This is an optimization exercise on Yosys and OpenROAD, whose aim is small area, a short achievable clock period and few clock cycles, not a production implementation. No run shown here included a check of the RTL's function; only the layout flow was run.

<file path="flow/config.mk">
export PLATFORM = sky130hd
export DESIGN_NAME = SP_wocg
export DESIGN_NICKNAME = SP_wocg
export VERILOG_FILES = /design/flow/design.v
export SDC_FILE = /design/flow/constraint.sdc
export NUM_CORES = 4
export LEC_CHECK = 0
export ABC_AREA = 1
export ABC_CLOCK_PERIOD_IN_PS = 3500
export CAP_MARGIN = 20
export CORE_MARGIN = 2
export CORE_UTILIZATION = 40
export SETUP_SLACK_MARGIN = 4.0
export SLEW_MARGIN = 20
export SYNTH_MEMORY_MAX_BITS = 16384
export TNS_END_PERCENT = 5
</file>
<file path="flow/constraint.sdc">
create_clock -name core_clock -period 8.0 [get_ports {clk}]
set_input_delay 1.6000 -clock core_clock [delete_from_list [all_inputs] [get_ports {clk}]]
set_output_delay 1.6000 -clock core_clock [all_outputs]
set_load 0.01 [all_outputs]
</file>
<file path="flow/design.v">
module SP_wocg(
	clk,
	rst_n,
	in_valid,
	in_data,
	in_mode,
	out_valid,
	out_data
);
input clk, rst_n, in_valid;
input [2:0] in_mode;
input [8:0] in_data;
output reg out_valid;
output reg [8:0] out_data;
integer k;
function [8:0] qadd;     
	input [8:0] x, y;
	reg [9:0] s, s2;
	begin
		s  = {2'b0, x[7:0]} + {2'b0, y[7:0]};
		s2 = {2'b0, x[7:0]} + {2'b0, y[7:0]} + 10'd258;   
		if (s2[9]) qadd = {~(x[8] ^ y[8]), s2[7:0]};
		else       qadd = {x[8] ^ y[8], s[7:0]};
	end
endfunction
function [8:0] qsub;     
	input [8:0] x, y;
	reg [8:0] d, d2;
	begin
		d  = {1'b0, x[7:0]} - {1'b0, y[7:0]};
		d2 = {1'b0, x[7:0]} - {1'b0, y[7:0]} + 9'd254;
		if (d[8]) qsub = {~(x[8] ^ y[8]), d2[7:0]};
		else      qsub = {x[8] ^ y[8], d[7:0]};
	end
endfunction
function [8:0] maddq;    
	input [8:0] x, y;
	input       n;
	reg [9:0] s, s1;
	begin
		s  = {1'b0, x} + {1'b0, y ^ {9{n}}} + {9'd0, n};    
		s1 = s + (n ? 10'd509 : 10'd3);                     
		maddq = (n ? ~s[9] : s1[9]) ? s1[8:0] : s[8:0];
	end
endfunction
function [8:0] madd;     
	input [8:0] x, y;
	reg [9:0] s, s1;
	begin
		s  = {1'b0, x} + {1'b0, y};
		s1 = {1'b0, x} + {1'b0, y} + 10'd3;      
		madd = s1[9] ? s1[8:0] : s[8:0];
	end
endfunction
reg [4:0] cnt;           
reg [2:0] mode;
wire start = (cnt == 5'd0) && in_valid;
reg [4:0] os;            
always @(*) begin
	case ({mode[2], mode[1]})
		2'b00: os = 5'd6;
		2'b10: os = 5'd8;
		2'b01: os = 5'd9;
		default: os = 5'd14;
	endcase
end
wire last = (cnt == os + 5'd5);
wire [4:0] cnt_n = start ? 5'd1 : (cnt == 5'd0 || last) ? 5'd0 : cnt + 5'd1;
always @(posedge clk or negedge rst_n) begin
	if (!rst_n) cnt <= 5'd0;
	else        cnt <= cnt_n;
end
always @(posedge clk) if (start) mode <= in_mode;
reg ph_nl;       
reg first;       
reg ph_b;        
reg ph_k;        
reg ph_c;        
reg ph_s;        
reg ins;         
reg ph_o;        
always @(posedge clk or negedge rst_n) begin
	if (!rst_n) begin
		ph_nl <= 1'b0; ph_b <= 1'b0; ph_k <= 1'b0;
		ph_c <= 1'b0; ph_s <= 1'b0; ins <= 1'b0;
		ph_o <= 1'b0; first <= 1'b0;
	end else begin
		ph_nl <= start || ((cnt >= 5'd1) && (cnt <= 5'd5));
		first <= start;
		ph_b  <= (cnt >= 5'd1) && (cnt <= 5'd6);
		ph_k  <= mode[1] && (cnt >= 5'd6) && (cnt <= 5'd11);
		ph_c  <= mode[1] && (cnt >= 5'd7) && (cnt <= 5'd12);
		ph_s  <= !mode[1] && (cnt >= 5'd2) && (cnt <= 5'd7);
		ins   <= mode[2] && (mode[1] ? (cnt >= 5'd7) && (cnt <= 5'd12)
		                             : (cnt >= 5'd1) && (cnt <= 5'd6));
		ph_o  <= (cnt != 5'd0) && !last && (cnt + 5'd1 >= os);
	end
end
reg  [8:0] nlog_r;
reg        ahi_r;        
wire       in_hi = in_data[8];
wire [7:0] in_f = in_hi ? ~in_data[7:0] - 8'd2 : in_data[7:0];    
reg  [8:0] nlog_t;
always @(posedge clk) begin
	nlog_r <= nlog_t;
	ahi_r  <= in_hi;
end
always @(*) begin
	case (in_f)
      8'd0: nlog_t = 9'd0;
      8'd1: nlog_t = 9'd0;
      8'd2: nlog_t = 9'd169;
      8'd3: nlog_t = 9'd507;
      8'd4: nlog_t = 9'd340;
      8'd5: nlog_t = 9'd480;
      8'd6: nlog_t = 9'd166;
      8'd7: nlog_t = 9'd231;
      8'd8: nlog_t = 9'd509;
      8'd9: nlog_t = 9'd504;
      8'd10: nlog_t = 9'd139;
      8'd11: nlog_t = 9'd182;
      8'd12: nlog_t = 9'd337;
      8'd13: nlog_t = 9'd213;
      8'd14: nlog_t = 9'd402;
      8'd15: nlog_t = 9'd477;
      8'd16: nlog_t = 9'd168;
      8'd17: nlog_t = 9'd374;
      8'd18: nlog_t = 9'd163;
      8'd19: nlog_t = 9'd349;
      8'd20: nlog_t = 9'd310;
      8'd21: nlog_t = 9'd228;
      8'd22: nlog_t = 9'd353;
      8'd23: nlog_t = 9'd410;
      8'd24: nlog_t = 9'd506;
      8'd25: nlog_t = 9'd450;
      8'd26: nlog_t = 9'd384;
      8'd27: nlog_t = 9'd501;
      8'd28: nlog_t = 9'd61;
      8'd29: nlog_t = 9'd50;
      8'd30: nlog_t = 9'd136;
      8'd31: nlog_t = 9'd301;
      8'd32: nlog_t = 9'd339;
      8'd33: nlog_t = 9'd179;
      8'd34: nlog_t = 9'd33;
      8'd35: nlog_t = 9'd201;
      8'd36: nlog_t = 9'd334;
      8'd37: nlog_t = 9'd102;
      8'd38: nlog_t = 9'd8;
      8'd39: nlog_t = 9'd210;
      8'd40: nlog_t = 9'd479;
      8'd41: nlog_t = 9'd293;
      8'd42: nlog_t = 9'd399;
      8'd43: nlog_t = 9'd406;
      8'd44: nlog_t = 9'd12;
      8'd45: nlog_t = 9'd474;
      8'd46: nlog_t = 9'd69;
      8'd47: nlog_t = 9'd327;
      8'd48: nlog_t = 9'd165;
      8'd49: nlog_t = 9'd464;
      8'd50: nlog_t = 9'd109;
      8'd51: nlog_t = 9'd371;
      8'd52: nlog_t = 9'd43;
      8'd53: nlog_t = 9'd89;
      8'd54: nlog_t = 9'd160;
      8'd55: nlog_t = 9'd152;
      8'd56: nlog_t = 9'd230;
      8'd57: nlog_t = 9'd346;
      8'd58: nlog_t = 9'd219;
      8'd59: nlog_t = 9'd359;
      8'd60: nlog_t = 9'd307;
      8'd61: nlog_t = 9'd485;
      8'd62: nlog_t = 9'd470;
      8'd63: nlog_t = 9'd225;
      8'd64: nlog_t = 9'd508;
      8'd65: nlog_t = 9'd183;
      8'd66: nlog_t = 9'd350;
      8'd67: nlog_t = 9'd502;
      8'd68: nlog_t = 9'd202;
      8'd69: nlog_t = 9'd407;
      8'd70: nlog_t = 9'd372;
      8'd71: nlog_t = 9'd360;
      8'd72: nlog_t = 9'd503;
      8'd73: nlog_t = 9'd448;
      8'd74: nlog_t = 9'd273;
      8'd75: nlog_t = 9'd447;
      8'd76: nlog_t = 9'd177;
      8'd77: nlog_t = 9'd415;
      8'd78: nlog_t = 9'd381;
      8'd79: nlog_t = 9'd291;
      8'd80: nlog_t = 9'd138;
      8'd81: nlog_t = 9'd498;
      8'd82: nlog_t = 9'd462;
      8'd83: nlog_t = 9'd272;
      8'd84: nlog_t = 9'd58;
      8'd85: nlog_t = 9'd344;
      8'd86: nlog_t = 9'd65;
      8'd87: nlog_t = 9'd47;
      8'd88: nlog_t = 9'd181;
      8'd89: nlog_t = 9'd284;
      8'd90: nlog_t = 9'd133;
      8'd91: nlog_t = 9'd446;
      8'd92: nlog_t = 9'd238;
      8'd93: nlog_t = 9'd298;
      8'd94: nlog_t = 9'd496;
      8'd95: nlog_t = 9'd319;
      8'd96: nlog_t = 9'd336;
      8'd97: nlog_t = 9'd282;
      8'd98: nlog_t = 9'd123;
      8'd99: nlog_t = 9'd176;
      8'd100: nlog_t = 9'd280;
      8'd101: nlog_t = 9'd114;
      8'd102: nlog_t = 9'd30;
      8'd103: nlog_t = 9'd196;
      8'd104: nlog_t = 9'd212;
      8'd105: nlog_t = 9'd198;
      8'd106: nlog_t = 9'd260;
      8'd107: nlog_t = 9'd414;
      8'd108: nlog_t = 9'd331;
      8'd109: nlog_t = 9'd364;
      8'd110: nlog_t = 9'd323;
      8'd111: nlog_t = 9'd99;
      8'd112: nlog_t = 9'd401;
      8'd113: nlog_t = 9'd262;
      8'd114: nlog_t = 9'd5;
      8'd115: nlog_t = 9'd380;
      8'd116: nlog_t = 9'd390;
      8'd117: nlog_t = 9'd207;
      8'd118: nlog_t = 9'd18;
      8'd119: nlog_t = 9'd95;
      8'd120: nlog_t = 9'd476;
      8'd121: nlog_t = 9'd366;
      8'd122: nlog_t = 9'd144;
      8'd123: nlog_t = 9'd290;
      8'd124: nlog_t = 9'd129;
      8'd125: nlog_t = 9'd420;
      8'd126: nlog_t = 9'd396;
      8'd127: nlog_t = 9'd426;
      8'd128: nlog_t = 9'd167;
      8'd129: nlog_t = 9'd403;
      8'd130: nlog_t = 9'd354;
      8'd131: nlog_t = 9'd137;
      8'd132: nlog_t = 9'd9;
      8'd133: nlog_t = 9'd70;
      8'd134: nlog_t = 9'd161;
      8'd135: nlog_t = 9'd471;
      8'd136: nlog_t = 9'd373;
      8'd137: nlog_t = 9'd382;
      8'd138: nlog_t = 9'd66;
      8'd139: nlog_t = 9'd497;
      8'd140: nlog_t = 9'd31;
      8'd141: nlog_t = 9'd324;
      8'd142: nlog_t = 9'd19;
      8'd143: nlog_t = 9'd397;
      8'd144: nlog_t = 9'd162;
      8'd145: nlog_t = 9'd20;
      8'd146: nlog_t = 9'd107;
      8'd147: nlog_t = 9'd461;
      8'd148: nlog_t = 9'd442;
      8'd149: nlog_t = 9'd217;
      8'd150: nlog_t = 9'd106;
      8'd151: nlog_t = 9'd489;
      8'd152: nlog_t = 9'd348;
      8'd153: nlog_t = 9'd368;
      8'd154: nlog_t = 9'd74;
      8'd155: nlog_t = 9'd271;
      8'd156: nlog_t = 9'd40;
      8'd157: nlog_t = 9'd267;
      8'd158: nlog_t = 9'd460;
      8'd159: nlog_t = 9'd86;
      8'd160: nlog_t = 9'd309;
      8'd161: nlog_t = 9'd131;
      8'd162: nlog_t = 9'd157;
      8'd163: nlog_t = 9'd57;
      8'd164: nlog_t = 9'd121;
      8'd165: nlog_t = 9'd149;
      8'd166: nlog_t = 9'd441;
      8'd167: nlog_t = 9'd258;
      8'd168: nlog_t = 9'd227;
      8'd169: nlog_t = 9'd428;
      8'd170: nlog_t = 9'd3;
      8'd171: nlog_t = 9'd343;
      8'd172: nlog_t = 9'd234;
      8'd173: nlog_t = 9'd142;
      8'd174: nlog_t = 9'd216;
      8'd175: nlog_t = 9'd171;
      8'd176: nlog_t = 9'd352;
      8'd177: nlog_t = 9'd356;
      8'd178: nlog_t = 9'd453;
      8'd179: nlog_t = 9'd64;
      8'd180: nlog_t = 9'd304;
      8'd181: nlog_t = 9'd36;
      8'd182: nlog_t = 9'd105;
      8'd183: nlog_t = 9'd482;
      8'd184: nlog_t = 9'd409;
      8'd185: nlog_t = 9'd72;
      8'd186: nlog_t = 9'd467;
      8'd187: nlog_t = 9'd46;
      8'd188: nlog_t = 9'd155;
      8'd189: nlog_t = 9'd222;
      8'd190: nlog_t = 9'd488;
      8'd191: nlog_t = 9'd1;
      8'd192: nlog_t = 9'd505;
      8'd193: nlog_t = 9'd375;
      8'd194: nlog_t = 9'd451;
      8'd195: nlog_t = 9'd180;
      8'd196: nlog_t = 9'd294;
      8'd197: nlog_t = 9'd465;
      8'd198: nlog_t = 9'd347;
      8'd199: nlog_t = 9'd184;
      8'd200: nlog_t = 9'd449;
      8'd201: nlog_t = 9'd499;
      8'd202: nlog_t = 9'd285;
      8'd203: nlog_t = 9'd283;
      8'd204: nlog_t = 9'd199;
      8'd205: nlog_t = 9'd263;
      8'd206: nlog_t = 9'd367;
      8'd207: nlog_t = 9'd404;
      8'd208: nlog_t = 9'd383;
      8'd209: nlog_t = 9'd21;
      8'd210: nlog_t = 9'd369;
      8'd211: nlog_t = 9'd132;
      8'd212: nlog_t = 9'd429;
      8'd213: nlog_t = 9'd357;
      8'd214: nlog_t = 9'd73;
      8'd215: nlog_t = 9'd376;
      8'd216: nlog_t = 9'd500;
      8'd217: nlog_t = 9'd22;
      8'd218: nlog_t = 9'd23;
      8'd219: nlog_t = 9'd445;
      8'd220: nlog_t = 9'd492;
      8'd221: nlog_t = 9'd77;
      8'd222: nlog_t = 9'd270;
      8'd223: nlog_t = 9'd312;
      8'd224: nlog_t = 9'd60;
      8'd225: nlog_t = 9'd444;
      8'd226: nlog_t = 9'd431;
      8'd227: nlog_t = 9'd237;
      8'd228: nlog_t = 9'd174;
      8'd229: nlog_t = 9'd456;
      8'd230: nlog_t = 9'd39;
      8'd231: nlog_t = 9'd412;
      8'd232: nlog_t = 9'd49;
      8'd233: nlog_t = 9'd491;
      8'd234: nlog_t = 9'd378;
      8'd235: nlog_t = 9'd297;
      8'd236: nlog_t = 9'd187;
      8'd237: nlog_t = 9'd288;
      8'd238: nlog_t = 9'd266;
      8'd239: nlog_t = 9'd386;
      8'd240: nlog_t = 9'd135;
      8'd241: nlog_t = 9'd76;
      8'd242: nlog_t = 9'd25;
      8'd243: nlog_t = 9'd495;
      8'd244: nlog_t = 9'd315;
      8'd245: nlog_t = 9'd434;
      8'd246: nlog_t = 9'd459;
      8'd247: nlog_t = 9'd52;
      8'd248: nlog_t = 9'd300;
      8'd249: nlog_t = 9'd269;
      8'd250: nlog_t = 9'd79;
      8'd251: nlog_t = 9'd318;
      8'd252: nlog_t = 9'd55;
      8'd253: nlog_t = 9'd82;
      8'd254: nlog_t = 9'd85;
      8'd255: nlog_t = 9'd341;
	endcase
end
wire [8:0] nl_a = {nlog_r[8] ^ ahi_r, nlog_r[7:0]};
wire [8:0] e_in;         
reg  [8:0] ns;
reg  [8:0] t_r;          
reg        tq_r;         
reg  [8:0] exp_t;
always @(*) begin
	case (e_in[7:0])
      8'd0: exp_t = 9'd1;
      8'd1: exp_t = 9'd8;
      8'd2: exp_t = 9'd64;
      8'd3: exp_t = 9'd3;
      8'd4: exp_t = 9'd24;
      8'd5: exp_t = 9'd192;
      8'd6: exp_t = 9'd9;
      8'd7: exp_t = 9'd72;
      8'd8: exp_t = 9'd67;
      8'd9: exp_t = 9'd27;
      8'd10: exp_t = 9'd216;
      8'd11: exp_t = 9'd201;
      8'd12: exp_t = 9'd81;
      8'd13: exp_t = 9'd139;
      8'd14: exp_t = 9'd94;
      8'd15: exp_t = 9'd243;
      8'd16: exp_t = 9'd417;
      8'd17: exp_t = 9'd282;
      8'd18: exp_t = 9'd220;
      8'd19: exp_t = 9'd233;
      8'd20: exp_t = 9'd337;
      8'd21: exp_t = 9'd151;
      8'd22: exp_t = 9'd190;
      8'd23: exp_t = 9'd502;
      8'd24: exp_t = 9'd453;
      8'd25: exp_t = 9'd61;
      8'd26: exp_t = 9'd488;
      8'd27: exp_t = 9'd341;
      8'd28: exp_t = 9'd183;
      8'd29: exp_t = 9'd446;
      8'd30: exp_t = 9'd5;
      8'd31: exp_t = 9'd40;
      8'd32: exp_t = 9'd320;
      8'd33: exp_t = 9'd15;
      8'd34: exp_t = 9'd120;
      8'd35: exp_t = 9'd451;
      8'd36: exp_t = 9'd45;
      8'd37: exp_t = 9'd360;
      8'd38: exp_t = 9'd335;
      8'd39: exp_t = 9'd135;
      8'd40: exp_t = 9'd62;
      8'd41: exp_t = 9'd496;
      8'd42: exp_t = 9'd405;
      8'd43: exp_t = 9'd186;
      8'd44: exp_t = 9'd470;
      8'd45: exp_t = 9'd197;
      8'd46: exp_t = 9'd49;
      8'd47: exp_t = 9'd392;
      8'd48: exp_t = 9'd82;
      8'd49: exp_t = 9'd147;
      8'd50: exp_t = 9'd158;
      8'd51: exp_t = 9'd246;
      8'd52: exp_t = 9'd441;
      8'd53: exp_t = 9'd474;
      8'd54: exp_t = 9'd229;
      8'd55: exp_t = 9'd305;
      8'd56: exp_t = 9'd404;
      8'd57: exp_t = 9'd178;
      8'd58: exp_t = 9'd406;
      8'd59: exp_t = 9'd194;
      8'd60: exp_t = 9'd25;
      8'd61: exp_t = 9'd200;
      8'd62: exp_t = 9'd73;
      8'd63: exp_t = 9'd75;
      8'd64: exp_t = 9'd91;
      8'd65: exp_t = 9'd219;
      8'd66: exp_t = 9'd225;
      8'd67: exp_t = 9'd273;
      8'd68: exp_t = 9'd148;
      8'd69: exp_t = 9'd166;
      8'd70: exp_t = 9'd310;
      8'd71: exp_t = 9'd444;
      8'd72: exp_t = 9'd498;
      8'd73: exp_t = 9'd421;
      8'd74: exp_t = 9'd314;
      8'd75: exp_t = 9'd476;
      8'd76: exp_t = 9'd245;
      8'd77: exp_t = 9'd433;
      8'd78: exp_t = 9'd410;
      8'd79: exp_t = 9'd226;
      8'd80: exp_t = 9'd281;
      8'd81: exp_t = 9'd212;
      8'd82: exp_t = 9'd169;
      8'd83: exp_t = 9'd334;
      8'd84: exp_t = 9'd127;
      8'd85: exp_t = 9'd507;
      8'd86: exp_t = 9'd493;
      8'd87: exp_t = 9'd381;
      8'd88: exp_t = 9'd503;
      8'd89: exp_t = 9'd461;
      8'd90: exp_t = 9'd125;
      8'd91: exp_t = 9'd491;
      8'd92: exp_t = 9'd365;
      8'd93: exp_t = 9'd375;
      8'd94: exp_t = 9'd455;
      8'd95: exp_t = 9'd77;
      8'd96: exp_t = 9'd107;
      8'd97: exp_t = 9'd347;
      8'd98: exp_t = 9'd231;
      8'd99: exp_t = 9'd321;
      8'd100: exp_t = 9'd23;
      8'd101: exp_t = 9'd184;
      8'd102: exp_t = 9'd454;
      8'd103: exp_t = 9'd69;
      8'd104: exp_t = 9'd43;
      8'd105: exp_t = 9'd344;
      8'd106: exp_t = 9'd207;
      8'd107: exp_t = 9'd129;
      8'd108: exp_t = 9'd14;
      8'd109: exp_t = 9'd112;
      8'd110: exp_t = 9'd387;
      8'd111: exp_t = 9'd42;
      8'd112: exp_t = 9'd336;
      8'd113: exp_t = 9'd143;
      8'd114: exp_t = 9'd126;
      8'd115: exp_t = 9'd499;
      8'd116: exp_t = 9'd429;
      8'd117: exp_t = 9'd378;
      8'd118: exp_t = 9'd479;
      8'd119: exp_t = 9'd269;
      8'd120: exp_t = 9'd116;
      8'd121: exp_t = 9'd419;
      8'd122: exp_t = 9'd298;
      8'd123: exp_t = 9'd348;
      8'd124: exp_t = 9'd239;
      8'd125: exp_t = 9'd385;
      8'd126: exp_t = 9'd26;
      8'd127: exp_t = 9'd208;
      8'd128: exp_t = 9'd137;
      8'd129: exp_t = 9'd78;
      8'd130: exp_t = 9'd115;
      8'd131: exp_t = 9'd411;
      8'd132: exp_t = 9'd234;
      8'd133: exp_t = 9'd345;
      8'd134: exp_t = 9'd215;
      8'd135: exp_t = 9'd193;
      8'd136: exp_t = 9'd17;
      8'd137: exp_t = 9'd136;
      8'd138: exp_t = 9'd70;
      8'd139: exp_t = 9'd51;
      8'd140: exp_t = 9'd408;
      8'd141: exp_t = 9'd210;
      8'd142: exp_t = 9'd153;
      8'd143: exp_t = 9'd206;
      8'd144: exp_t = 9'd121;
      8'd145: exp_t = 9'd459;
      8'd146: exp_t = 9'd109;
      8'd147: exp_t = 9'd363;
      8'd148: exp_t = 9'd359;
      8'd149: exp_t = 9'd327;
      8'd150: exp_t = 9'd71;
      8'd151: exp_t = 9'd59;
      8'd152: exp_t = 9'd472;
      8'd153: exp_t = 9'd213;
      8'd154: exp_t = 9'd177;
      8'd155: exp_t = 9'd398;
      8'd156: exp_t = 9'd130;
      8'd157: exp_t = 9'd22;
      8'd158: exp_t = 9'd176;
      8'd159: exp_t = 9'd390;
      8'd160: exp_t = 9'd66;
      8'd161: exp_t = 9'd19;
      8'd162: exp_t = 9'd152;
      8'd163: exp_t = 9'd198;
      8'd164: exp_t = 9'd57;
      8'd165: exp_t = 9'd456;
      8'd166: exp_t = 9'd85;
      8'd167: exp_t = 9'd171;
      8'd168: exp_t = 9'd350;
      8'd169: exp_t = 9'd255;
      8'd170: exp_t = 9'd4;
      8'd171: exp_t = 9'd32;
      8'd172: exp_t = 9'd256;
      8'd173: exp_t = 9'd12;
      8'd174: exp_t = 9'd96;
      8'd175: exp_t = 9'd259;
      8'd176: exp_t = 9'd36;
      8'd177: exp_t = 9'd288;
      8'd178: exp_t = 9'd268;
      8'd179: exp_t = 9'd108;
      8'd180: exp_t = 9'd355;
      8'd181: exp_t = 9'd295;
      8'd182: exp_t = 9'd324;
      8'd183: exp_t = 9'd47;
      8'd184: exp_t = 9'd376;
      8'd185: exp_t = 9'd463;
      8'd186: exp_t = 9'd141;
      8'd187: exp_t = 9'd110;
      8'd188: exp_t = 9'd371;
      8'd189: exp_t = 9'd423;
      8'd190: exp_t = 9'd330;
      8'd191: exp_t = 9'd95;
      8'd192: exp_t = 9'd251;
      8'd193: exp_t = 9'd481;
      8'd194: exp_t = 9'd285;
      8'd195: exp_t = 9'd244;
      8'd196: exp_t = 9'd425;
      8'd197: exp_t = 9'd346;
      8'd198: exp_t = 9'd223;
      8'd199: exp_t = 9'd257;
      8'd200: exp_t = 9'd20;
      8'd201: exp_t = 9'd160;
      8'd202: exp_t = 9'd262;
      8'd203: exp_t = 9'd60;
      8'd204: exp_t = 9'd480;
      8'd205: exp_t = 9'd277;
      8'd206: exp_t = 9'd180;
      8'd207: exp_t = 9'd422;
      8'd208: exp_t = 9'd322;
      8'd209: exp_t = 9'd31;
      8'd210: exp_t = 9'd248;
      8'd211: exp_t = 9'd457;
      8'd212: exp_t = 9'd93;
      8'd213: exp_t = 9'd235;
      8'd214: exp_t = 9'd353;
      8'd215: exp_t = 9'd279;
      8'd216: exp_t = 9'd196;
      8'd217: exp_t = 9'd41;
      8'd218: exp_t = 9'd328;
      8'd219: exp_t = 9'd79;
      8'd220: exp_t = 9'd123;
      8'd221: exp_t = 9'd475;
      8'd222: exp_t = 9'd237;
      8'd223: exp_t = 9'd369;
      8'd224: exp_t = 9'd407;
      8'd225: exp_t = 9'd202;
      8'd226: exp_t = 9'd89;
      8'd227: exp_t = 9'd203;
      8'd228: exp_t = 9'd97;
      8'd229: exp_t = 9'd267;
      8'd230: exp_t = 9'd100;
      8'd231: exp_t = 9'd291;
      8'd232: exp_t = 9'd292;
      8'd233: exp_t = 9'd300;
      8'd234: exp_t = 9'd364;
      8'd235: exp_t = 9'd367;
      8'd236: exp_t = 9'd391;
      8'd237: exp_t = 9'd74;
      8'd238: exp_t = 9'd83;
      8'd239: exp_t = 9'd155;
      8'd240: exp_t = 9'd222;
      8'd241: exp_t = 9'd249;
      8'd242: exp_t = 9'd465;
      8'd243: exp_t = 9'd157;
      8'd244: exp_t = 9'd238;
      8'd245: exp_t = 9'd377;
      8'd246: exp_t = 9'd471;
      8'd247: exp_t = 9'd205;
      8'd248: exp_t = 9'd113;
      8'd249: exp_t = 9'd395;
      8'd250: exp_t = 9'd106;
      8'd251: exp_t = 9'd339;
      8'd252: exp_t = 9'd167;
      8'd253: exp_t = 9'd318;
      8'd254: exp_t = 9'd0;
      8'd255: exp_t = 9'd0;
	endcase
end
always @(posedge clk) begin
	t_r  <= exp_t;
	tq_r <= e_in[8];
end
wire [8:0] v_r = tq_r ? 9'd509 - t_r : t_r;
reg [8:0] rs [0:5];      
reg [8:0] rc [0:5];      
reg       rv [0:5];      
reg [8:0] x_r;           
wire [8:0] k_x = mode[0] ? ns : rc[0];
wire [8:0] k_y = mode[0] ? rc[0] : ns;
assign e_in = ph_k ? qsub(k_x, k_y) : nl_a;
always @(posedge clk) if (ph_nl) ns <= first ? nl_a : qadd(ns, nl_a);
wire [8:0] bval = mode[0] ? v_r : rs[1];
wire [8:0] s_y = (mode[0] | ph_c) ? t_r : rs[1];
wire       s_n = (mode[0] | ph_c) & tq_r;
wire [8:0] x = mode[1] ? v_r : bval;
reg  [5:0] gt;           
always @(*) begin
	for (k = 0; k < 6; k = k + 1)
		gt[k] = (k == 1) || (rv[k] && (x < rc[k]));
end
always @(posedge clk) begin
	for (k = 0; k < 6; k = k + 1) begin
		rs[(k+1)%6] <= rs[k];
		if (ins && gt[k]) rc[(k+1)%6] <= (gt[(k+1)%6] && k != 0) ? rc[(k+1)%6] : x;
		else              rc[(k+1)%6] <= rc[k];
		rv[(k+1)%6] <= rv[k] & ~start;
	end
	if (in_valid) rs[0] <= in_data;
	if (ph_nl) rc[1] <= nl_a;
	if (ph_b || ph_c) begin
		rs[2] <= maddq(rs[1], s_y, s_n);
		if (!ins) rc[2] <= ph_c ? v_r : mode[1] ? rc[1] : bval;
	end
	x_r <= bval;
	if (ph_s) rs[3] <= madd(rs[2], x_r);
	if (ins) rv[2] <= 1'b1;
end
reg [8:0] o_s, o_c;
always @(*) begin
	case ({mode[2], mode[1]})
		2'b00:   begin o_s = rs[5]; o_c = rc[5]; end
		2'b01:   begin o_s = rs[2]; o_c = rc[2]; end
		default: begin o_s = rs[1]; o_c = rc[1]; end
	endcase
end
wire [8:0] e_val = madd(o_s, o_c);
always @(posedge clk or negedge rst_n) begin
	if (!rst_n) begin
		out_valid <= 1'b0;
		out_data  <= 9'd0;
	end else begin
		out_valid <= ph_o;
		out_data  <= ph_o ? e_val : 9'd0;
	end
end
endmodule
</file>
<file path="flow/run.sh">
#!/bin/bash
# synth_recipe.tcl (not shown) runs the flow's synth.tcl, then flattens the netlist and writes it again
# the make line also repeats each setting of config.mk as NAME=value (left out here)
make -C /OpenROAD-flow-scripts/flow DESIGN_CONFIG=/design/flow/config.mk WORK_HOME=/design/flow/orfs CLKGATE_MAP_FILE= SYNTH_SCRIPT=/design/flow/synth_recipe.tcl finish
</file>
==> impl_metrics.py, run 1 <==
metrics = {
    "layout": {
        "fin_util_pct": 45.87,
        "multiInputGateArea_sq_um": 12430,
        "postLayoutCellArea_sq_um": 20190,
        "final_nets": 2964,
        "regArea_sq_um": 4167,
        "fillers": 4629,
        "antennaDiodeCount": 0,
        "drive_gt1_share_pct": 10.48,
        "area_delta_synth_final_pct": 13.65,
    },
    "logic_synthesis": {
        "synth_mux_area_share_pct": 0,
        "ys_seq_area_share_pct": 23.41,
        "synth_top_family_by_area": "simple AND/OR/NAND/NOR gates",
        "yosys.area_share.simple_pct": 35.48,
        "synth_warnings": 4,
        "netlist_area_sq_um": 17770,
        "synth-async-reset-ratio_pct": 12.92,
        "synth_common_cells": "nand2_1, nand3_1, inv_1",
        "synth_top_cell_by_area": "nand2_1",
        "synth-compound-area-share_pct": 17.44,
        "synth_cells": 2800,
        "ys_ff_latch": 178,
        "yosys.area_share.adder_pct": 9.887,
        "synth_xor_area_share_pct": 3.253,
        "synth_edf_count": 48,
        "synth_area_per_cell_sq_um": 6.346,
        "synth_top_flop_cell": "dfxtp_1",
        "synthMostInstantiatedCell": "nand2_1",
        "syn_nets": 2953,
        "netlist_top_cells_area": "nand2_1, nand3_1, dfxtp_1",
        "synthDistinctLibCells": 60,
        "synth_top_area_share_pct": 14.79,
    },
    "routing": {
        "via_per_inst": 6.035,
        "ant_nets": 0,
        "vias": 20617,
        "drt_first_pass_iters": 9,
        "drt-wirelength-per-cell_microns": 22.12,
        "drt-total-wl_mm": 75.55,
        "drc_errors": 0,
        "drtIter0Drc": 2687,
    },
    "setup_path": {
        "r2r_end": "t_r[7]$_DFF_P_",
        "worstPathArrival_ns": 4.34,
        "startpoint_type": "input port",
        "endpoint_kind": "flop",
        "cp.required_ns": 8.33,
        "cp_max_fo": 13,
        "critPathKind": "in -> reg",
        "rrSetupSlack_ns": 4.12,
        "r2r_cells": 23,
        "rr_startpoint": "mode[0]$_DFFE_PP_",
    },
    "floorplan": {
        "placement_rows": 77,
        "die_area_sq_um": 46120,
        "dieWidth_microns": 214.8,
        "fp.dieH_microns": 214.8,
        "core-area_sq_um": 44030,
        "ios": 25,
        "initial_utilization_pct": 40.36,
    },
    "global_route": {
        "grt_pass1_vias": 18969,
        "overflow": 0,
        "antenna_found_initial": 0,
        "track_usage_pct": 31.08,
        "grt_pass1_wl_mm": 112.0,
        "grt_max_degree": 76,
    },
    "sta": {
        "rsz0062_at_grt": "yes",
        "tightest_slew_ns": 1.164,
        "hold_viol_final": 0,
        "slew_violations": 0,
        "slew_headroom_pct": 22.37,
        "setup_viol": 0,
        "tns_ns": 0,
        "max_freq_mhz": 249.3,
        "min_period_ns": 4.011,
        "period_share_pct": 50.13,
        "skew_ns": 0.02391,
    },
    "placed_design": {
        "gp_congestion": 1.048,
        "placedInstanceArea_sq_um": 18360,
        "port_buffers": 24,
        "dpl.hpwl_mm": 52.34,
    },
    "clock_network": {
        "cts_tree": "yes",
        "cts.sinks": 178,
        "postCtsHoldBufs": 0,
        "root_buffer": "clkbuf_16",
        "clk_pin_slew_ns": 0.08,
        "cts_max_path_buffers": 2,
        "htreeDepth": 4,
        "clk_latency_ns": 0.46,
        "cts_inserted_buffers": 17,
    },
    "min_path": {
        "min_path_cells": 0,
        "hp-start": "rs[0][7]$_DFF_P_",
        "hold_end": "rs[1][7]$_DFF_P_",
        "hp-class": "reg -> reg",
    },
    "job": {
        "maxCapViolations": 0,
    },
    "outcome": {
        "status": "no timing/DRC/antenna violations",
    },
}
-- state kept, by name, indices dropped and copies added, names as in the netlist, 3 cells and up --
register	flops
t_r	9
x_r	9
out_data	9
mode	3
rc	54
ns	9
rv	6
nlog_r	9
rs	54
cnt	5
-- cells by family (layout without fill, tap and decap cells) --
kind of cell,after synthesis,in the layout
AND/OR/NAND/NOR,1446,1451
AO/OA/AOI/OAI,517,517
buffers and inverters,455,473
flip-flops,178,178
adder cells (fa/ha/maj),138,138
XOR/XNOR,66,67
-- area by class of cell --
| type | instances | share of cell area, % |
|---|---|---|
| repair buffers | 106 | 4.957 |
| well taps | 592 | 3.668 |
| multi-input cells | 2173 | 61.53 |
| repair inverters | 3 | 0.09913 |
| clock inverters | 14 | 0.6196 |
| clock buffers | 18 | 2.125 |
| inverters | 332 | 6.369 |
| flip-flops and latches | 178 | 20.63 |
-- critical path, stage by stage --
cell	delay (ns)
clkdlybuf4s50_1	0.65
nand4_1	0.11
o21ai_0	0.45
xor2_4	0.56
inv_1	0.53
a21oi_1	0.32
o32ai_1	0.12
-- cell usage in the layout, fill, tap and decap left out, types with 6 or more instances in the layout --
cell type,Yosys,layout
inv_2,10,15
o21ai_2,4,7
xor2_1,41,35
nand2_1,700,677
nand3b_1,8,8
clkdlybuf4s50_1,0,18
or2_2,7,6
nor2_4,1,17
nor2_2,3,18
dfrtp_1,23,22
o31ai_1,7,7
a31oi_1,15,15
ha_2,0,6
nand4_1,23,23
buf_4,11,63
buf_12,0,7
nor3_1,26,24
nand2_2,17,30
o221ai_1,30,29
a22oi_1,8,8
inv_1,312,302
buf_6,7,9
ha_1,134,125
clkinvlp_4,0,6
nand2_4,7,15
nand2_8,0,6
o21ai_0,213,200
nand3_2,3,11
o211ai_1,46,46
edfxtp_1,48,48
a21oi_1,118,115
clkbuf_16,0,19
nor2_1,185,155
xnor2_1,25,23
o21ai_1,12,21
o22ai_1,12,12
dfxtp_1,107,106
nand3_1,459,448
-- routing by layer --
layer	GRT usage [%]	vias up	share of wire [%]
met5	0	-	0
met4	19.61	0	6.9
met3	6.384	345	10
met2	47.93	1388	44
met1	39.67	9380	39
li1	-	9504	-
-- metrics by stage --
| step | setup WS, ns | cells | hold slack, ns |
|---|---|---|---|
| finish | 3.989 | 3416 | 0.3270 |
| global route | 3.914 | 3416 | 0.3345 |
| CTS | 3.881 | 3377 | 0.3244 |
| detailed placement | 2.249 | 3316 | 0.3121 |
| global placement | 2.117 | 3316 | 0.3106 |
| floorplan | 3.992 | 2800 | 0.3096 |
-- what timing repair did --
item	CTS	global route
pin swaps	7	20
gates resized for setup	91	113
buffers inserted	23	34
endpoints found under the hold margin	0	0
cloned	6	5
endpoints found under the setup margin	109	100
-- worst max path at each step --
stage | startpoint | endpoint | slack [ns] | cells after the start
after floorplan | mode[1]$_DFFE_PP_ | out_data[2]$_DFF_PN0_ | 3.99 | 23
after global placement | in_data[1] | nlog_r[4]$_DFF_P_ | 2.12 | 13
after detailed placement | in_data[1] | nlog_r[4]$_DFF_P_ | 2.25 | 13
after CTS | mode[0]$_DFFE_PP_ | t_r[3]$_DFF_P_ | 3.88 | 26
after global routing | mode[0]$_DFFE_PP_ | rs[2][6]$_DFF_P_ | 3.91 | 24
final | in_data[3] | nlog_r[6]$_DFF_P_ | 3.99 | 7
==> inputs of run 2 (changes only) <==
--- a/flow/config.mk
+++ b/flow/config.mk
@@ -12,3 +12,3 @@
 export CORE_UTILIZATION = 40
-export SETUP_SLACK_MARGIN = 4.0
+export SETUP_SLACK_MARGIN = 3.8
 export SLEW_MARGIN = 20
==> impl_metrics.py, run 2 <==
metrics = {
    "clock_network": {
        "root_buffer": "clkbuf_16",
        "clk_pin_slew_ns": 0.09,
        "cts_tree": "yes",
        "cts.sinks": 178,
        "cts_inserted_buffers": 17,
        "htreeDepth": 4,
        "cts_max_path_buffers": 2,
        "clk_latency_ns": 0.46,
    },
    "outcome": {
        "status": "no timing/DRC/antenna violations",
    },
    "sta": {
        "slew_headroom_pct": 21.66,
        "min_period_ns": 4.252,
        "rsz0062_at_grt": "yes",
        "hold_viol_final": 0,
        "max_freq_mhz": 235.2,
        "setup_viol": 0,
        "slew_violations": 0,
        "tightest_slew_ns": 1.175,
        "skew_ns": 0.02589,
        "setup_ws_ns": 3.748,
        "period_share_pct": 53.15,
        "tns_ns": 0,
    },
    "placed_design": {
        "dpl.hpwl_mm": 51.92,
        "dp.cells": 3318,
        "pre_cts_slack_ns": 2.243,
        "gp_congestion": 1.061,
        "port_buffers": 24,
    },
    "layout": {
        "area_delta_synth_final_pct": 9.140,
        "final_nets": 2919,
        "layout_commonest_cell": "nand2_1",
        "stdcell_count": 3371,
        "reg.largest.list": "rc: 54 flops, rs: 54 flops",
        "fin_util_pct": 44.05,
        "antennaDiodeCount": 0,
        "drive_gt1_share_pct": 6.837,
        "final_cell_mix": "nand2_1, nand3_1, inv_1, o21ai_0, nor2_1",
    },
    "routing": {
        "drt-wirelength-per-cell_microns": 21.12,
        "drt_first_pass_iters": 6,
        "drc_errors": 0,
        "drtIter0Drc": 2430,
        "vias": 20097,
        "ant_nets": 0,
        "drt-total-wl_mm": 71.21,
        "via_per_inst": 5.962,
    },
    "logic_synthesis": {
        "synth_top_cell_by_area": "nand2_1",
        "synth_cells": 2800,
        "synth_common_cells": "nand2_1, nand3_1, inv_1",
        "synth_edf_count": 48,
        "netlist_top_cells_area": "nand2_1, nand3_1, dfxtp_1",
        "ys_seq_area_share_pct": 23.41,
        "synthDistinctLibCells": 60,
        "synthMostInstantiatedCell": "nand2_1",
        "synth_top_flop_cell": "dfxtp_1",
        "synth_warnings": 4,
        "netlist_area_sq_um": 17770,
        "syn_nets": 2953,
        "ys_ff_latch": 178,
        "synth_top_area_share_pct": 14.79,
        "synth_area_per_cell_sq_um": 6.346,
        "synth-async-reset-ratio_pct": 12.92,
    },
    "setup_path": {
        "worstPathArrival_ns": 4.60,
        "crit_family": "simple AND/OR/NAND/NOR gates",
        "critPathSlowestCell": "dlygate4sd2_1",
        "rrSetupSlack_ns": 3.81,
        "crit_chain": "dlygate4sd2_1, or2_2, nand2_4, clkinvlp_4, ha_1, nor2_2, inv_1, nand2_1, inv_1, a211oi_1, nor3_1, o31ai_1, o22ai_1",
        "crit_path_max_incr_delay_ns": 0.41,
        "r2r_end": "t_r[1]$_DFF_P_",
        "rr_startpoint": "mode[0]$_DFFE_PP_",
        "cp_num_buf_inv": 4,
        "critPathKind": "in -> reg",
        "cp_common_cell": "inv_1",
        "r2r_cells": 25,
        "endpoint_kind": "flop",
        "startpoint_type": "input port",
        "crit_end": "nlog_r[4]$_DFF_P_",
        "cp.required_ns": 8.34,
        "cp_max_fo": 13,
        "startpoint": "in_data[8]",
        "worstSetupPathDepth": 13,
    },
    "job": {
        "maxCapViolations": 0,
    },
    "global_route": {
        "track_usage_pct": 29.82,
        "grt_pass1_vias": 18520,
        "overflow": 0,
        "grt_pass1_wl_mm": 108.4,
        "grt_max_degree": 76,
        "antenna_found_initial": 1,
    },
    "min_path": {
        "hp-class": "reg -> reg",
    },
    "floorplan": {
        "dieWidth_microns": 214.8,
        "fp.dieH_microns": 214.8,
        "die_area_sq_um": 46120,
        "placement_rows": 77,
        "initial_utilization_pct": 40.36,
        "ios": 25,
        "core-area_sq_um": 44030,
    },
}
-- run 2: cell counts after synthesis --
Identical to the previous run, type by type.
-- run 2: how the worst min path moves through the flow --
| stage | startpoint | end | slack (ns) | cells after the start |
|---|---|---|---|---|
| after detailed placement | rs[3][3]$_DFF_P_ | rs[4][3]$_DFF_P_ | 0.31 | 0 |
| after floorplan | rs[0][0]$_DFF_P_ | rs[1][0]$_DFF_P_ | 0.31 | 0 |
| after global placement | rs[3][7]$_DFF_P_ | rs[4][7]$_DFF_P_ | 0.31 | 0 |
| final | rs[0][0]$_DFF_P_ | rs[1][0]$_DFF_P_ | 0.32 | 0 |
| after CTS | rs[0][0]$_DFF_P_ | rs[1][0]$_DFF_P_ | 0.32 | 0 |
| after global routing | rs[3][5]$_DFF_P_ | rs[4][5]$_DFF_P_ | 0.33 | 0 |
-- run 2: logic make-up after synthesis --
group                      Yosys count  synth area share [%]
and+or+nand+nor                   1446                 35.48
AOI/OAI and AO/OA                  517                 17.44
buffers and inverters              455                 10.53
DFF                                178                 23.41
adders and majority gates          138                 9.887
xor gates and xnor gates            66                 3.253
-- run 2: timing repair --
item / CTS / global route
setup buffers: 9 / 9
endpoints found under the setup margin: 81 / 113
pin swaps: 1 / 5
cloned: 1 / 2
gates resized for setup: 60 / 32
hold buffers: 0 / 0
-- run 2: through the flow --
| step | cell area [sq um] | hold WS, ns |
|---|---|---|
| 2_1_floorplan | 17770 | 0.3096 |
| 3_3_place_gp | 18360 | 0.3096 |
| 3_5_place_dp | 18360 | 0.3121 |
| 4_1_cts | 19210 | 0.3244 |
| 5_1_grt | 19390 | 0.3258 |
| 6_report | 19390 | 0.3241 |
-- run 2: per-layer routing --
layer | wire length [microns] | GRT usage [%] | part of all wire (%) | up-vias
li1 | - | - | - | 9403
met5 | 0 | 0 | 0 | -
met2 | 31580 | 47.61 | 44 | 1209
met1 | 29190 | 38.57 | 41 | 9207
met3 | 6334 | 5.166 | 8.9 | 278
met4 | 4109 | 15.53 | 5.8 | 0
-- run 2: area by class of cell --
class / count / area (sq um)
Clock buffer: 22 / 508.0
Clock inverter: 10 / 106.4
Fill cell: 4594 / 24640
Inverter: 332 / 1280
Multi-Input combinational cell: 2169 / 11980
Sequential cell: 178 / 4161
Tap cell: 592 / 740.7
Timing Repair Buffer: 67 / 605.6
Timing Repair inverter: 1 / 7.507
==> inputs of run 3 (changes only) <==
--- a/flow/design.v
+++ b/flow/design.v
@@ -61,5 +61,5 @@
 		2'b00: os = 5'd6;
-		2'b10: os = 5'd8;
+		2'b10: os = 5'd9;
 		2'b01: os = 5'd9;
-		default: os = 5'd14;
+		default: os = 5'd15;
 	endcase
@@ -93,4 +93,4 @@
 		ph_s  <= !mode[1] && (cnt >= 5'd2) && (cnt <= 5'd7);
-		ins   <= mode[2] && (mode[1] ? (cnt >= 5'd7) && (cnt <= 5'd12)
-		                             : (cnt >= 5'd1) && (cnt <= 5'd6));
+		ins   <= mode[2] && (mode[1] ? (cnt >= 5'd8) && (cnt <= 5'd13)
+		                             : (cnt >= 5'd2) && (cnt <= 5'd7));
 		ph_o  <= (cnt != 5'd0) && !last && (cnt + 5'd1 >= os);
@@ -641,3 +641,2 @@
 reg       rv [0:5];      
-reg [8:0] x_r;           
 wire [8:0] k_x = mode[0] ? ns : rc[0];
@@ -649,3 +648,2 @@
 wire       s_n = (mode[0] | ph_c) & tq_r;
-wire [8:0] x = mode[1] ? v_r : bval;
 reg  [5:0] gt;           
@@ -653,3 +651,3 @@
 	for (k = 0; k < 6; k = k + 1)
-		gt[k] = (k == 1) || (rv[k] && (x < rc[k]));
+		gt[k] = (k == 2) || (rv[k] && (rc[2] < rc[k]));
 end
@@ -658,3 +656,3 @@
 		rs[(k+1)%6] <= rs[k];
-		if (ins && gt[k]) rc[(k+1)%6] <= (gt[(k+1)%6] && k != 0) ? rc[(k+1)%6] : x;
+		if (ins && gt[k]) rc[(k+1)%6] <= gt[(k+1)%6] ? rc[(k+1)%6] : rc[2];
 		else              rc[(k+1)%6] <= rc[k];
@@ -666,17 +664,9 @@
 		rs[2] <= maddq(rs[1], s_y, s_n);
-		if (!ins) rc[2] <= ph_c ? v_r : mode[1] ? rc[1] : bval;
+		rc[2] <= ph_c ? v_r : mode[1] ? rc[1] : bval;
 	end
-	x_r <= bval;
-	if (ph_s) rs[3] <= madd(rs[2], x_r);
-	if (ins) rv[2] <= 1'b1;
+	if (ph_s) rs[3] <= madd(rs[2], rc[2]);
+	if (ins) rv[3] <= 1'b1;
 end
-reg [8:0] o_s, o_c;
-always @(*) begin
-	case ({mode[2], mode[1]})
-		2'b00:   begin o_s = rs[5]; o_c = rc[5]; end
-		2'b01:   begin o_s = rs[2]; o_c = rc[2]; end
-		default: begin o_s = rs[1]; o_c = rc[1]; end
-	endcase
-end
-wire [8:0] e_val = madd(o_s, o_c);
+wire       o_2 = mode[2] | mode[1];
+wire [8:0] e_val = madd(o_2 ? rs[2] : rs[5], o_2 ? rc[2] : rc[5]);
 always @(posedge clk or negedge rst_n) begin
--- a/flow/config.mk
+++ b/flow/config.mk
@@ -12,3 +12,3 @@
 export CORE_UTILIZATION = 40
-export SETUP_SLACK_MARGIN = 3.8
+export SETUP_SLACK_MARGIN = 4.0
 export SLEW_MARGIN = 20
==> impl_metrics.py, run 3 <==
metrics = {
    "outcome": {
        "status": "no timing/DRC/antenna violations",
    },
    "min_path": {
        "hp-class": "reg -> reg",
    },
    "sta": {
        "skew_ns": 0.01279,
        "hold_viol_final": 0,
        "min_period_ns": 4.049,
        "slew_headroom_pct": 29.79,
        "tns_ns": 0,
        "slew_violations": 0,
        "holdWs_ns": 0.3172,
        "max_freq_mhz": 247.0,
        "tightest_slew_ns": 1.053,
        "rsz0062_at_grt": "yes",
        "setup_viol": 0,
        "period_share_pct": 50.61,
    },
    "clock_network": {
        "cts_max_path_buffers": 2,
        "clk_pin_slew_ns": 0.07,
        "clk_latency_ns": 0.44,
        "root_buffer": "clkbuf_16",
        "cts_tree": "yes",
        "htreeDepth": 4,
        "cts_inserted_buffers": 17,
        "cts.sinks": 169,
    },
    "routing": {
        "vias": 19179,
        "drc_errors": 0,
        "drt_first_pass_iters": 6,
        "drt-total-wl_mm": 70.26,
        "drtIter0Drc": 2324,
        "via_per_inst": 5.949,
        "ant_nets": 0,
        "drt-wirelength-per-cell_microns": 21.79,
    },
    "setup_path": {
        "cp_num_buf_inv": 3,
        "startpoint": "in_data[0]",
        "r2r_cells": 20,
        "worstSetupPathDepth": 12,
        "crit_path_max_incr_delay_ns": 0.47,
        "rr_startpoint": "mode[0]$_DFFE_PP_",
        "rrSetupSlack_ns": 4.13,
        "cp.required_ns": 8.38,
        "r2r_end": "t_r[2]$_DFF_P_",
        "worstPathArrival_ns": 4.43,
        "crit_end": "nlog_r[7]$_DFF_P_",
        "endpoint_kind": "flop",
        "crit_family": "simple AND/OR/NAND/NOR gates",
        "startpoint_type": "input port",
        "critPathSlowestCell": "clkdlybuf4s50_1",
        "critPathKind": "in -> reg",
        "crit_chain": "clkdlybuf4s50_1, or2_2, and2_1, clkinv_4, ha_2, inv_2, nor2_1, nand2_1, a31oi_1, o21ai_0, nand3_1, a32o_1",
        "cp_max_fo": 10,
    },
    "layout": {
        "layout_commonest_cell": "nand2_1",
        "drive_gt1_share_pct": 10.39,
        "fin_util_pct": 46.25,
        "final_nets": 2826,
        "final_cell_mix": "nand2_1, nand3_1, inv_1, o21ai_0, nor2_1",
        "area_delta_synth_final_pct": 13.45,
        "reg.largest.list": "rc: 54 flops, rs: 54 flops",
    },
    "logic_synthesis": {
        "synth-async-reset-ratio_pct": 13.61,
        "synthDistinctLibCells": 61,
        "ys_seq_area_share_pct": 24.21,
        "syn_nets": 2836,
        "synth_mux_area_share_pct": 0.06555,
        "synth_edf_count": 66,
        "synth_cells": 2681,
        "synth_top_cell_by_area": "nand2_1",
        "synth_top_flop_cell": "dfxtp_1",
        "synth_top_area_share_pct": 15.36,
        "netlist_area_sq_um": 17180,
        "netlist_top_cells_area": "nand2_1, nand3_1, edfxtp_1",
        "synth_xor_area_share_pct": 3.569,
        "synthMostInstantiatedCell": "nand2_1",
        "ys_ff_latch": 169,
        "synth-compound-area-share_pct": 16.71,
        "synth_area_per_cell_sq_um": 6.407,
        "synth_common_cells": "nand2_1, nand3_1, inv_1",
        "synth_top_family_by_area": "simple AND/OR/NAND/NOR gates",
        "yosys.area_share.simple_pct": 35.20,
        "yosys.area_share.adder_pct": 10.37,
        "synth_warnings": 4,
    },
    "global_route": {
        "grt_pass1_wl_mm": 106.3,
        "antenna_found_initial": 0,
        "overflow": 0,
        "grt_max_degree": 90,
        "grt_pass1_vias": 18277,
        "track_usage_pct": 30.91,
    },
    "floorplan": {
        "initial_utilization_pct": 40.77,
        "placement_rows": 75,
        "fp.dieH_microns": 211.2,
        "ios": 25,
        "die_area_sq_um": 44620,
        "core-area_sq_um": 42130,
        "dieWidth_microns": 211.2,
    },
    "placed_design": {
        "port_buffers": 24,
        "dpl.hpwl_mm": 50.46,
        "gp_congestion": 1.065,
    },
    "job": {
        "maxCapViolations": 0,
    },
}
-- run 3: final cells by class --
type	count	area (sq um)
Tap cell	539	674.4
Timing Repair Buffer	85	847.1
Timing Repair inverter	1	7.507
Clock buffer	21	503.0
Multi-Input combinational cell	2098	12060
Sequential cell	169	4161
Clock inverter	11	92.59
Antenna cell	1	2.502
Inverter	299	1142
Fill cell	4399	22650
-- run 3: how the worst min path moves through the flow --
stage	from	endpoint	slack (ns)	depth (start not counted)
3_3_place_gp	rs[0][2]$_DFF_P_	rs[1][2]$_DFF_P_	0.31	0
5_1_grt	rs[0][5]$_DFF_P_	rs[1][5]$_DFF_P_	0.32	0
2_1_floorplan	rs[0][0]$_DFF_P_	rs[1][0]$_DFF_P_	0.31	0
3_5_place_dp	rs[0][2]$_DFF_P_	rs[1][2]$_DFF_P_	0.31	0
4_1_cts	rs[0][5]$_DFF_P_	rs[1][5]$_DFF_P_	0.32	0
6_report	rs[0][5]$_DFF_P_	rs[1][5]$_DFF_P_	0.32	0
-- run 3: worst register-to-register path: cells and delay by family (launching register included) --
family	cells	cell delay [ns]
flops	1	0.42
buf+inv	4	0.79
fa+ha+maj	1	0.36
simple gates	11	1.58
compound gates	4	0.60
-- run 3: timing repair --
item                                    4_1_cts  5_1_grt
setup buffers                                12       24
pin swaps                                     6       21
resized for setup                            79      141
hold buffers                                  0        0
endpoints found under the setup margin       36       44
cloned                                        4        3
-- run 3: stage by stage --
stage	area (sq um)	worst slack, ns	cells
2_1_floorplan	17180	4.021	2681
3_3_place_gp	17750	2.326	3148
3_5_place_dp	17750	2.575	3148
4_1_cts	18700	3.876	3196
5_1_grt	19490	3.881	3223
6_report	19490	3.951	3224
-- run 3: logic make-up after synthesis --
logic type                 count (synthesis)
AOI/OAI and AO/OA                        489
xor gates and xnor gates                  70
adders and majority gates                140
buffers and inverters                    419
DFF                                      169
muxes                                      1
and+or+nand+nor                         1393
-- run 3: routing by layer --
metal,up-vias,track usage [%],share of wire [%]
li1,9047,-,-
met3,286,5.456,9.1
met4,0,17.90,5.9
met5,-,0,0
met1,8820,39.11,40
met2,1026,49.49,45
==> inputs of run 4 (changes only) <==
--- a/flow/config.mk
+++ b/flow/config.mk
@@ -12,3 +12,3 @@
 export CORE_UTILIZATION = 40
-export SETUP_SLACK_MARGIN = 4.0
+export SETUP_SLACK_MARGIN = 3.9
 export SLEW_MARGIN = 20
==> impl_metrics.py, run 4 <==
metrics = {
    "setup_path": {
        "critPathSlowestCell": "clkdlybuf4s50_1",
        "cp_common_cell": "nand2_1",
        "cp_max_fo": 11,
        "crit_path_max_incr_delay_ns": 0.48,
        "cp.required_ns": 8.33,
        "crit_chain": "clkdlybuf4s50_1, or2_2, and2_4, ha_1, nor2_1, buf_4, inv_1, nand2_1, inv_1, nand2_1, nand3_1, a32o_1, o211ai_1, nand2_1",
        "rrSetupSlack_ns": 3.99,
        "startpoint_type": "input port",
        "worstPathArrival_ns": 4.54,
        "cp_num_buf_inv": 4,
        "endpoint_kind": "flop",
        "crit_family": "simple AND/OR/NAND/NOR gates",
        "critPathKind": "in -> reg",
    },
    "sta": {
        "slew_violations": 0,
        "tightest_slew_ns": 1.196,
        "rsz0062_at_grt": "yes",
        "setup_viol": 0,
        "period_share_pct": 52.65,
        "max_freq_mhz": 237.4,
        "hold_viol_final": 0,
        "min_period_ns": 4.212,
        "tns_ns": 0,
        "slew_headroom_pct": 19.73,
        "skew_ns": 0.01696,
    },
    "placed_design": {
        "dpl.hpwl_mm": 51.04,
        "port_buffers": 24,
        "gp_congestion": 1.028,
    },
    "layout": {
        "regArea_sq_um": 4160,
        "layout_commonest_cell": "nand2_1",
        "reg.largest.list": "rc: 54 flops, rs: 54 flops",
        "multiInputGateArea_sq_um": 11740,
        "drive_gt1_share_pct": 7.994,
        "area_delta_synth_final_pct": 10.86,
        "fillers": 4384,
        "final_cell_mix": "nand2_1, nand3_1, inv_1, o21ai_0, nor2_1",
        "final_nets": 2819,
    },
    "clock_network": {
        "root_buffer": "clkbuf_16",
        "cts_max_path_buffers": 2,
        "htreeDepth": 4,
        "clk_latency_ns": 0.44,
        "clk_pin_slew_ns": 0.08,
        "cts_tree": "yes",
        "cts.sinks": 169,
        "cts_inserted_buffers": 17,
    },
    "floorplan": {
        "core-area_sq_um": 42130,
        "die_area_sq_um": 44620,
        "fp.dieH_microns": 211.2,
        "ios": 25,
        "initial_utilization_pct": 40.77,
        "dieWidth_microns": 211.2,
        "placement_rows": 75,
    },
    "routing": {
        "drtIter0Drc": 2396,
        "ant_nets": 0,
        "drt-total-wl_mm": 70.44,
        "drt_first_pass_iters": 7,
        "via_per_inst": 5.976,
        "drc_errors": 0,
        "drt-wirelength-per-cell_microns": 21.89,
        "vias": 19225,
    },
    "logic_synthesis": {
        "synth_cells": 2681,
        "netlist_area_sq_um": 17180,
        "synth_edf_count": 66,
        "synth_warnings": 4,
        "synth-compound-area-share_pct": 16.71,
        "synth_mux_area_share_pct": 0.06555,
        "synth_common_cells": "nand2_1, nand3_1, inv_1",
        "synth_top_area_share_pct": 15.36,
        "yosys.area_share.adder_pct": 10.37,
        "netlist_top_cells_area": "nand2_1, nand3_1, edfxtp_1",
        "synth_xor_area_share_pct": 3.569,
        "ys_seq_area_share_pct": 24.21,
        "synth_top_flop_cell": "dfxtp_1",
        "synth_top_family_by_area": "simple AND/OR/NAND/NOR gates",
        "syn_nets": 2836,
        "synthDistinctLibCells": 61,
        "synth-async-reset-ratio_pct": 13.61,
        "synth_top_cell_by_area": "nand2_1",
        "ys_ff_latch": 169,
        "yosys.area_share.simple_pct": 35.20,
        "synthMostInstantiatedCell": "nand2_1",
        "synth_area_per_cell_sq_um": 6.407,
    },
    "min_path": {
        "hp-class": "reg -> reg",
    },
    "global_route": {
        "grt_pass1_vias": 18136,
        "grt_pass1_wl_mm": 106.5,
        "track_usage_pct": 30.94,
        "antenna_found_initial": 2,
        "grt_max_degree": 90,
        "overflow": 0,
    },
    "job": {
        "maxCapViolations": 0,
    },
    "outcome": {
        "status": "no timing/DRC/antenna violations",
    },
}
[run 4: cell counts after synthesis]
No cell type changed its count.
[run 4: worst reg2reg max path: stages (launching register included)]
cell	delay (ns)
edfxtp_1	0.38
buf_6	0.19
o21ai_0	0.22
ha_1	0.21
inv_1	0.08
ha_1	0.17
inv_1	0.06
nand3_2	0.11
xor2_2	0.21
inv_2	0.07
ha_1	0.28
inv_1	0.05
nand3_2	0.09
nand3_4	0.26
nand2_8	0.30
nand2_1	0.34
nand3_1	0.27
nand3_1	0.10
nand3_1	0.09
nand3_1	0.09
nand3_1	0.15
nand2_1	0.13
[run 4: worst paths after layout]
| kind | cells past startpoint | endpoint | startpoint |
|---|---|---|---|
| setup / recovery | 14 | nlog_r[2]$_DFF_P_ | in_data[0] |
| hold / removal | 0 | rs[1][8]$_DFF_P_ | rs[0][8]$_DFF_P_ |
| setup reg to reg | 21 | t_r[4]$_DFF_P_ | mode[0]$_DFFE_PP_ |
| hold reg to reg | 0 | rs[1][8]$_DFF_P_ | rs[0][8]$_DFF_P_ |
| max in group asynchronous | 1 | ph_c$_DFF_PN0_ | rst_n |
| min in group asynchronous | 1 | ph_b$_DFF_PN0_ | rst_n |
[run 4: kinds of logic after synthesis]
logic type,after synthesis
compound gates,489
xor+xnor,70
fa+ha+maj,140
buf+inv,419
flops,169
mux,1
simple gates,1393
[run 4: area by class of cell]
class	instances	share of cell area [%]
multi-input combinational	2097	61.66
sequential	169	21.85
antenna	1	0.01314
inverter	299	5.933
tap	539	3.541
clock buffer	19	2.326
timing repair buffer	80	3.863
clock inverter	13	0.8213
[run 4: metrics by stage]
step                worst slack, ns  instances  hold slack, ns  cell area, sq um  util (%)
floorplan                     3.939       2681          0.3096             17180         -
global placement              2.173       3153          0.3101             17780     42.20
detailed placement            2.309       3153          0.3121             17780     42.20
CTS                           3.849       3194          0.3200             18600     44.14
global route                  3.750       3216          0.3224             19040     45.19
finish                        3.788       3217          0.3175             19040     45.20
[run 4: routing by layer]
layer  track usage, %  vias to the layer above  wire length (microns)
li1                 -                     9013                      -
met1            39.23                     8898                  28340
met2            51.27                     1078                  32650
met3            5.650                      234                   6327
met4            13.67                        2                   3115
met5                0                        -                      9
[run 4: timing repair]
action,4_1_cts,5_1_grt
hold buffers,0,0
endpoints found under the setup margin,29,36
cloned,2,2
resized for setup,54,68
pin swaps,3,11
buffers inserted,7,19
==> inputs of run 5 (changes only) <==
--- a/flow/config.mk
+++ b/flow/config.mk
@@ -12,5 +12,5 @@
 export CORE_UTILIZATION = 40
-export SETUP_SLACK_MARGIN = 3.9
+export SETUP_SLACK_MARGIN = 4.0
 export SLEW_MARGIN = 20
 export SYNTH_MEMORY_MAX_BITS = 16384
-export TNS_END_PERCENT = 5
+export TNS_END_PERCENT = 0
==> impl_metrics.py, run 5 <==
metrics = {
    "outcome": {
        "status": "no timing/DRC/antenna violations",
    },
    "logic_synthesis": {
        "netlist_top_cells_area": "nand2_1, nand3_1, edfxtp_1",
        "synth_area_per_cell_sq_um": 6.407,
        "yosys.area_share.adder_pct": 10.37,
        "yosys.area_share.simple_pct": 35.20,
        "synthDistinctLibCells": 61,
        "synth_top_family_by_area": "simple AND/OR/NAND/NOR gates",
        "netlist_area_sq_um": 17180,
        "synth_top_area_share_pct": 15.36,
        "synth_top_flop_cell": "dfxtp_1",
        "synthMostInstantiatedCell": "nand2_1",
        "synth_warnings": 4,
        "ys_ff_latch": 169,
        "synth_mux_area_share_pct": 0.06555,
        "synth-compound-area-share_pct": 16.71,
        "synth_top_cell_by_area": "nand2_1",
        "synth_cells": 2681,
        "synth_edf_count": 66,
        "synth_xor_area_share_pct": 3.569,
        "synth_common_cells": "nand2_1, nand3_1, inv_1",
        "ys_seq_area_share_pct": 24.21,
        "synth-async-reset-ratio_pct": 13.61,
        "syn_nets": 2836,
    },
    "clock_network": {
        "clk_pin_slew_ns": 0.07,
        "cts_tree": "yes",
        "htreeDepth": 4,
        "clk_latency_ns": 0.44,
        "cts_max_path_buffers": 2,
        "cts_inserted_buffers": 17,
        "root_buffer": "clkbuf_16",
        "postCtsHoldBufs": 0,
        "cts.sinks": 169,
    },
    "setup_path": {
        "critPathSlowestCell": "clkdlybuf4s50_1",
        "startpoint": "in_data[0]",
        "rr_startpoint": "mode[0]$_DFFE_PP_",
        "cp_common_cell": "inv_1",
        "cp_num_buf_inv": 4,
        "cp_max_fo": 9,
        "critPathKind": "in -> reg",
        "worstPathArrival_ns": 4.36,
        "endpoint_kind": "flop",
        "crit_chain": "clkdlybuf4s50_1, or2_2, and2_1, buf_6, ha_2, inv_1, o21ai_2, inv_1, nor3_2, o21ai_0, a32o_1, o211ai_1, nand2_1",
        "crit_path_max_incr_delay_ns": 0.54,
        "crit_family": "buffers and inverters",
        "cp.required_ns": 8.31,
        "startpoint_type": "input port",
    },
    "sta": {
        "tightest_slew_ns": 1.040,
        "min_period_ns": 4.044,
        "period_share_pct": 50.55,
        "slew_violations": 0,
        "tns_ns": 0,
        "slew_headroom_pct": 30.64,
        "hold_viol_final": 0,
        "setup_viol": 0,
        "holdWs_ns": 0.3168,
        "rsz0062_at_grt": "yes",
        "skew_ns": 0.01406,
        "setup_ws_ns": 3.956,
        "max_freq_mhz": 247.3,
    },
    "layout": {
        "fin_util_pct": 46.05,
        "reg.largest.list": "rc: 54 flops, rs: 54 flops",
        "final_cell_mix": "nand2_1, nand3_1, inv_1, o21ai_0, nor2_1",
        "drive_gt1_share_pct": 10.08,
        "area_delta_synth_final_pct": 12.95,
        "layout_commonest_cell": "nand2_1",
        "final_nets": 2820,
    },
    "routing": {
        "drc_errors": 0,
        "ant_nets": 0,
        "routed.top_layer": "met4",
        "wirelength_met1_mm": 28.39,
        "drtIter0Drc": 2327,
        "drt-wirelength-per-cell_microns": 21.84,
        "wl_met3_mm": 6.133,
        "vias": 19261,
        "drt-total-wl_mm": 70.29,
        "drt_first_pass_iters": 6,
        "via_per_inst": 5.985,
        "wl_met2_mm": 31.61,
    },
    "placed_design": {
        "gp_congestion": 1.065,
        "dpl.hpwl_mm": 50.46,
        "port_buffers": 24,
        "pre_cts_slack_ns": 2.575,
    },
    "global_route": {
        "grt_pass1_wl_mm": 106.3,
        "antenna_found_initial": 0,
        "grt_max_degree": 90,
        "track_usage_pct": 30.91,
        "grt_pass1_vias": 18277,
        "overflow": 0,
    },
    "job": {
        "maxCapViolations": 0,
    },
    "floorplan": {
        "fp.dieH_microns": 211.2,
        "dieWidth_microns": 211.2,
        "core-area_sq_um": 42130,
        "ios": 25,
        "initial_utilization_pct": 40.77,
        "die_area_sq_um": 44620,
        "placement_rows": 75,
    },
    "min_path": {
        "hp-class": "reg -> reg",
        "hp-start": "rs[0][5]$_DFF_P_",
    },
}
## run 5: cell types whose count changed in the layout (fill, tap and decap cells not counted), moves of 6 or more
cell	change
nor2_1	-9
buf_4	-7
inv_1	-9
nand3_4	+6
ha_1	-6
o21ai_2	+6
o21ai_0	-6
nand2_2	+9
nand2_1	-13
inv_2	+8
## run 5: cells by family (layout without fill, tap and decap cells)
logic type,after synthesis,after routing
XOR/XNOR,70,70
AND/OR/NAND/NOR,1393,1398
adder cells (fa/ha/maj),140,140
multiplexers,1,1
buffers and inverters,419,411
other,0,1
AO/OA/AOI/OAI,489,489
flip-flops,169,169
## run 5: per-stage QoR
| stage | instance area [sq um] | std cells |
|---|---|---|
| after floorplan | 17180 | 2681 |
| after global placement | 17750 | 3148 |
| after detailed placement | 17750 | 3148 |
| after CTS | 18700 | 3196 |
| after global routing | 19400 | 3217 |
| final | 19400 | 3218 |
## run 5: worst paths after layout
kind	endpoint	slack, ns	depth (start not counted)
worst max-delay path	nlog_r[2]$_DFF_P_	3.96	13
worst min-delay path	rs[1][5]$_DFF_P_	0.32	0
worst max register to register	t_r[3]$_DFF_P_	4.10	23
worst min register to register	rs[1][5]$_DFF_P_	0.32	0
max in group asynchronous	ph_c$_DFF_PN0_	6.49	1
min in group asynchronous	cnt[1]$_DFF_PN0_	1.12	1
## run 5: area by class of cell
cell class | instances | area (sq um)
diodes | 1 | 2.502
clock buffers | 21 | 503.0
clock inverters | 11 | 92.59
fillers | 4415 | 22730
inverters | 299 | 1142
multi-input cells | 2098 | 12030
flip-flops and latches | 169 | 4161
well taps | 539 | 674.4
repair buffers | 79 | 789.5
repair inverters | 1 | 7.507
## run 5: routing by layer
layer / global-route usage, % / vias to the layer above
met4: 17.90 / 0
met3: 5.456 / 270
li1: - / 9029
met1: 39.11 / 8887
met5: 0 / -
met2: 49.49 / 1075
## run 5: what timing repair did
action	4_1_cts	5_1_grt
gates resized for setup	79	134
cloned	4	3
buffers inserted	12	18
setup endpoints to repair	36	44
pin swaps	6	17

separate check: timing with driven ports:
The flow's constraints put no driver on any port. The routed layouts listed below were extracted and timed again, unchanged, in two steps. Step 1, drivers: a clkbuf_16 drives clk and a buf_2 each remaining input, both assumed. Step 2 times the ports against the registers' clock, not the clock port: input delays grow and output delays shrink by t, the midpoint of the rising clock arrivals with the driver on. Three values: ideal ports, drivers, drivers and shift; two values: the first two.
run | t (ns) | setup slack, ns | clock arrival spread, ns | slew at the worst register clock pin (ns) | worst slew at a driven data input, ns
run 1 | 0.498 | 3.989 / 4.015 / 3.517 | 0.025 / 0.024 | 0.09 / 0.09 | 0.04
run 2 | 0.492 | 3.748 / 3.768 / 3.276 | 0.026 / 0.027 | 0.09 / 0.09 | 0.04
run 3 | 0.485 | 3.951 / 3.974 / 3.489 | 0.015 / 0.015 | 0.08 / 0.08 | 0.06
run 4 | 0.488 | 3.788 / 3.819 / 3.330 | 0.017 / 0.017 | 0.08 / 0.08 | 0.07
run 5 | 0.485 | 3.956 / 3.976 / 3.491 | 0.017 / 0.016 | 0.08 / 0.08 | 0.06
After both steps every run listed still meets setup and hold.
